This design comes from an exercise in tuning for small area and a short achievable clock period on the open sky130 flow, not from production work. The clock port is modelled as an ideal driver; clocking choices that lean on that would not hold on a real chip.

==> inputs of wip/nickel <==
## Processor
module Processor ( input logic clk, reset,
                   input logic [31:0] imem_rdata, dmem_rdata,
                   output logic [31:0] imem_addr, dmem_addr, dmem_wdata,
                   output logic dmem_we, dmem_re
);
==> flow/config.mk <==
export PLATFORM = sky130hd
export DESIGN_NAME = Processor
export DESIGN_NICKNAME = Processor
export VERILOG_FILES = /design/flow/design.v
export SDC_FILE = /design/flow/constraint.sdc
export NUM_CORES = 4
export LEC_CHECK = 0
export CAP_MARGIN = 20
export CORE_MARGIN = 2
export CORE_UTILIZATION = 60
export SLEW_MARGIN = 20
==> flow/constraint.sdc <==
create_clock -name core_clock -period 120.0 [get_ports {clk}]
set_input_delay 24.0000 -clock core_clock [delete_from_list [all_inputs] [get_ports {clk}]]
set_output_delay 24.0000 -clock core_clock [all_outputs]
set_load 0.01 [all_outputs]
standard.sh (not shown) runs the stock make flow with config.mk's settings and CLKGATE_MAP_FILE= SYNTH_SCRIPT=/design/flow/synth_recipe.tcl, a recipe that flattens the netlist after the stock synthesis.
==> flow/flow/run.sh <==
#!/bin/bash
# Layout flow: the standard flow (standard.sh) with two changes.
#  1. Synthesis runs the standard synthesis script (synth_recipe.tcl) from a
#     copy of the ORFS scripts whose ABC script maps for area (the clock
#     period here is far longer than any path), and without the generic ABC
#     pass inside Yosys's synth, so that the full adders written in the RTL
#     are extracted as they are.
#  2. Port buffers are sky130_fd_sc_hd__buf_2 cells instead of the delay
#     buffers buffer_ports picks by default.
# Each step's output goes to a log file of its own in this folder.
set -euo pipefail
here=$(pwd)

rm -rf "$here/scripts_area"
cp -r "$FLOW_HOME/scripts" "$here/scripts_area"
cp "$here/flow/abc_area_map.script" "$here/scripts_area/abc_speed.script"

bash standard.sh SCRIPTS_DIR="$here/scripts_area" SYNTH_ARGS=-noabc synth \
  > "$here/flow_synth.log" 2>&1
bash standard.sh "BUFFER_PORTS_ARGS=-buffer_cell sky130_fd_sc_hd__buf_2" finish \
  > "$here/flow_layout.log" 2>&1
==> flow/flow/abc_area_map.script <==
&get -n
&st
&dch
&nf -R 1000
&put
==> wip/indigo: changes against wip/nickel <==
--- a/flow/design.v
+++ b/flow/design.v
@@ -1274,21 +1274,18 @@
   always_ff @(posedge clk, posedge reset)
     if (reset) pc_q <= '0;
     else       pc_q <= pc_next;
   assign imem_addr = pc_q;
   logic [3:0]  d_top;
   logic [27:0] d_low;
-  logic [31:0] d_pc;
   always_ff @(posedge clk, posedge reset)
     if (reset)     d_top <= '0;
     else if (take) d_top <= '0;
     else           d_top <= imem_rdata[31:28];
-  always_ff @(posedge clk) begin
+  always_ff @(posedge clk)
     d_low <= imem_rdata[27:0];
-    d_pc  <= pc_q;
-  end
   logic       d_br, d_imm;
   logic [2:0] d_code;
   assign d_br   = d_top[3];
   assign d_code = d_top[2:0];
   assign d_imm  = d_low[27];
   logic       d_regw, d_memw, d_memr, d_flagw;
@@ -1316,31 +1313,33 @@
   assign d_rs1 = (!d_br && (d_code == 3'b001 || d_code == 3'b010 ||
                             d_code == 3'b011 || d_code == 3'b100)) ? d_low[3:0] : d_low[26:23];
   assign d_rs2 = d_imm ? 4'hf : d_low[22:19];
   assign d_rd  = d_memr ? d_low[22:19] : d_low[26:23];
   logic [31:0] d_target, d_bval;
   always_comb begin
-    logic c, x;
-    c = d_code[2];
+    logic c, x, z;
+    c = 1'b0;
+    z = 1'b1;
     for (int i = 0; i < 32; i++) begin
-      x = (i < 27 ? d_low[i] : 1'b0) ^ d_code[2];
-      d_target[i] = d_pc[i] ^ x ^ c;
-      c = (d_pc[i] & x) | (d_pc[i] & c) | (x & c);
+      x = (i < 27 ? d_low[i] : 1'b0) ^ (d_code[2] | z);
+      if (i < 27) z = z & ~d_low[i];
+      d_target[i] = pc_q[i] ^ x ^ c;
+      c = (pc_q[i] & x) | (pc_q[i] & c) | (x & c);
     end
   end
   always_comb begin
     if (!d_imm)         d_bval = pc_plus1;
     else if (d_br)      d_bval = d_target;
     else if (d_code[2]) d_bval = {9'b0, d_low[22:0]};
     else                d_bval = {13'b0, d_low[22:4]};
   end
   logic        e_regw, e_memw, e_memr, e_flagw, e_br;
   logic [1:0]  e_aluop, e_cond;
   logic [3:0]  e_rd;
   logic        e_fam, e_faw, e_fbm, e_fbw, e_fbv;
-  logic [14:0] e_sa, e_sb;             
+  logic [3:0]  e_rs1, e_rs2;           
   logic [31:0] e_bval;
   logic        m_regw, m_memw, m_memr, m_flagw;
   logic [1:0]  m_aluop;
   logic [3:0]  m_rd;
   logic [31:0] m_opa, m_opb;
   logic        w_regw;
@@ -1372,26 +1371,24 @@
     e_bval  <= d_bval;
     e_fam   <= d_fam;
     e_faw   <= d_faw & ~d_fam;
     e_fbm   <= d_fbm;
     e_fbw   <= d_fbw & ~d_fbm;
     e_fbv   <= ~d_fbm & ~d_fbw & d_rs2 == 4'hf;
-    for (int k = 0; k < 15; k++) begin
-      e_sa[k] <= ~d_fam & ~d_faw & d_rs1 == k;
-      e_sb[k] <= ~d_fbm & ~d_fbw & d_rs2 == k;
-    end
+    e_rs1   <= (d_fam | d_faw) ? 4'hf : d_rs1;
+    e_rs2   <= (d_fbm | d_fbw) ? 4'hf : d_rs2;
   end
   logic [31:0] rf [0:14];
   logic [31:0] e_aout;
   logic [31:0] m_fr;                  
   always_comb begin
     e_aout = ({32{e_fam}} & m_fr) | ({32{e_faw}} & w_res);
     e_bout = ({32{e_fbm}} & m_fr) | ({32{e_fbw}} & w_res) | ({32{e_fbv}} & e_bval);
     for (int k = 0; k < 15; k++) begin
-      e_aout = e_aout | ({32{e_sa[k]}} & rf[k]);
-      e_bout = e_bout | ({32{e_sb[k]}} & rf[k]);
+      e_aout = e_aout | ({32{e_rs1 == k}} & rf[k]);
+      e_bout = e_bout | ({32{e_rs2 == k}} & rf[k]);
     end
   end
   logic       f_n, f_z, m_n, m_z, c_n, c_z, cond_ok;
   assign c_n = m_flagw ? m_n : f_n;
   assign c_z = m_flagw ? m_z : f_z;
   always_comb
==> flow/flow/run.sh (replaced) <==
#!/bin/bash
# Layout flow: the standard flow (standard.sh) with these changes.
#  1. Synthesis runs the standard synthesis script (synth_recipe.tcl) from a
#     copy of the ORFS scripts whose ABC script maps for area (the clock
#     period here is far longer than any path), and without the generic ABC
#     pass inside Yosys's synth, so that the full adders written in the RTL
#     are extracted as they are.
#  2. Port buffers are sky130_fd_sc_hd__buf_2 cells instead of the delay
#     buffers buffer_ports picks by default.
#  3. Clock tree: no dummy loads, larger sink clusters.
# Each step's output goes to a log file of its own in this folder.
set -euo pipefail
here=$(pwd)

rm -rf "$here/scripts_area"
cp -r "$FLOW_HOME/scripts" "$here/scripts_area"
cp "$here/flow/abc_area_map.script" "$here/scripts_area/abc_speed.script"

bash standard.sh SCRIPTS_DIR="$here/scripts_area" SYNTH_ARGS=-noabc synth \
  > "$here/flow_synth.log" 2>&1
bash standard.sh "BUFFER_PORTS_ARGS=-buffer_cell sky130_fd_sc_hd__buf_2" \
  "CTS_ARGS=-sink_clustering_enable -repair_clock_nets -dont_use_dummy_load -sink_clustering_size 30 -sink_clustering_max_diameter 100" \
  finish > "$here/flow_layout.log" 2>&1
- CORE_UTILIZATION: 60 -> 70
==> summary of the runs <==
In wip/indigo the critical path depth is higher than in wip/nickel, by 10.
Between wip/indigo and wip/nickel, the lower register-to-register slack is in wip/indigo (gap 200 ps).
Against wip/indigo, the final area of wip/nickel is higher by 6.2%.
Worst hold slack: wip/nickel is worse than wip/indigo (33 ps).
Against wip/nickel, the sequential share of layout area of wip/indigo is higher by 0.25 points.
Against wip/nickel, the routed wire length of wip/indigo is smaller by 7.1%.
Against wip/indigo, the die area of wip/nickel is larger by about 18%.
==> figures <==
	wip/indigo	wip/nickel
Result of the run	complete, no violations	complete, no violations
Maximum fanout count along the critical path	3	33
First element of the critical path	dmem_rdata[14]	m_memr$_DFF_PP0_
Tightest Pin Transition	1220 ps	1210 ps
Number of fill cells in the layout	3,470	4,724
Number of flip-flops and latches	715	769
R2R Setup Slk	99,580 ps	99,780 ps
Placer congestion estimate	0.980	1.03
Proportion of cell area spent on the clock network	0.0157	0.0575
Sequential cell area fraction in the yosys report	0.494	0.513
Drt via density	8.15	7.71
Clock H-tree levels	1	3
Simple-Gate Fraction of Synth Area	0.0716	0.0579
Critical Setup Path Class	in -> reg	reg -> out
Non-filler cells, final	4,007	4,223
Worst Slack Setup Final	94,040 ps	94,060 ps
Combined area of the multi-input logic cells	20,100 um2	19,500 um2
Capturing instance or port of the critical path	m_opa[14]$_DFF_P_	dmem_re
Period minus WS final	25,960 ps	25,940 ps
Slowest cell delay on critical path	380 ps	1020 ps
No functional check of the RTL was part of any run of this note.

## separate check: timing with driven ports
No port has a modelled driver above. Below, the same layouts with a new extraction and two added sets of constraints. Step 1 assumes that a clkbuf_16 drives the clock port and a buf_2 every other input. Step 2 moves the port delays by t, midway between the first and last clock arrival at a register: inputs arrive t later, outputs are due t later. That takes back most of the time a late clock gives input paths. Three values: ideal, step 1, step 2; two values: the first two.
run | t, ns | slack for setup (ns) | worst setup path at the end
wip/nickel | 0.706 | 94.062 / 93.993 / 94.699 | register to output
wip/indigo | 0.691 | 94.040 / 94.074 / 93.383 | input to register
After both steps every run listed still meets setup and hold. The setup slack of wip/indigo, which loses most, moves by +0.034 ns with the drivers and by -0.657 ns with both steps.
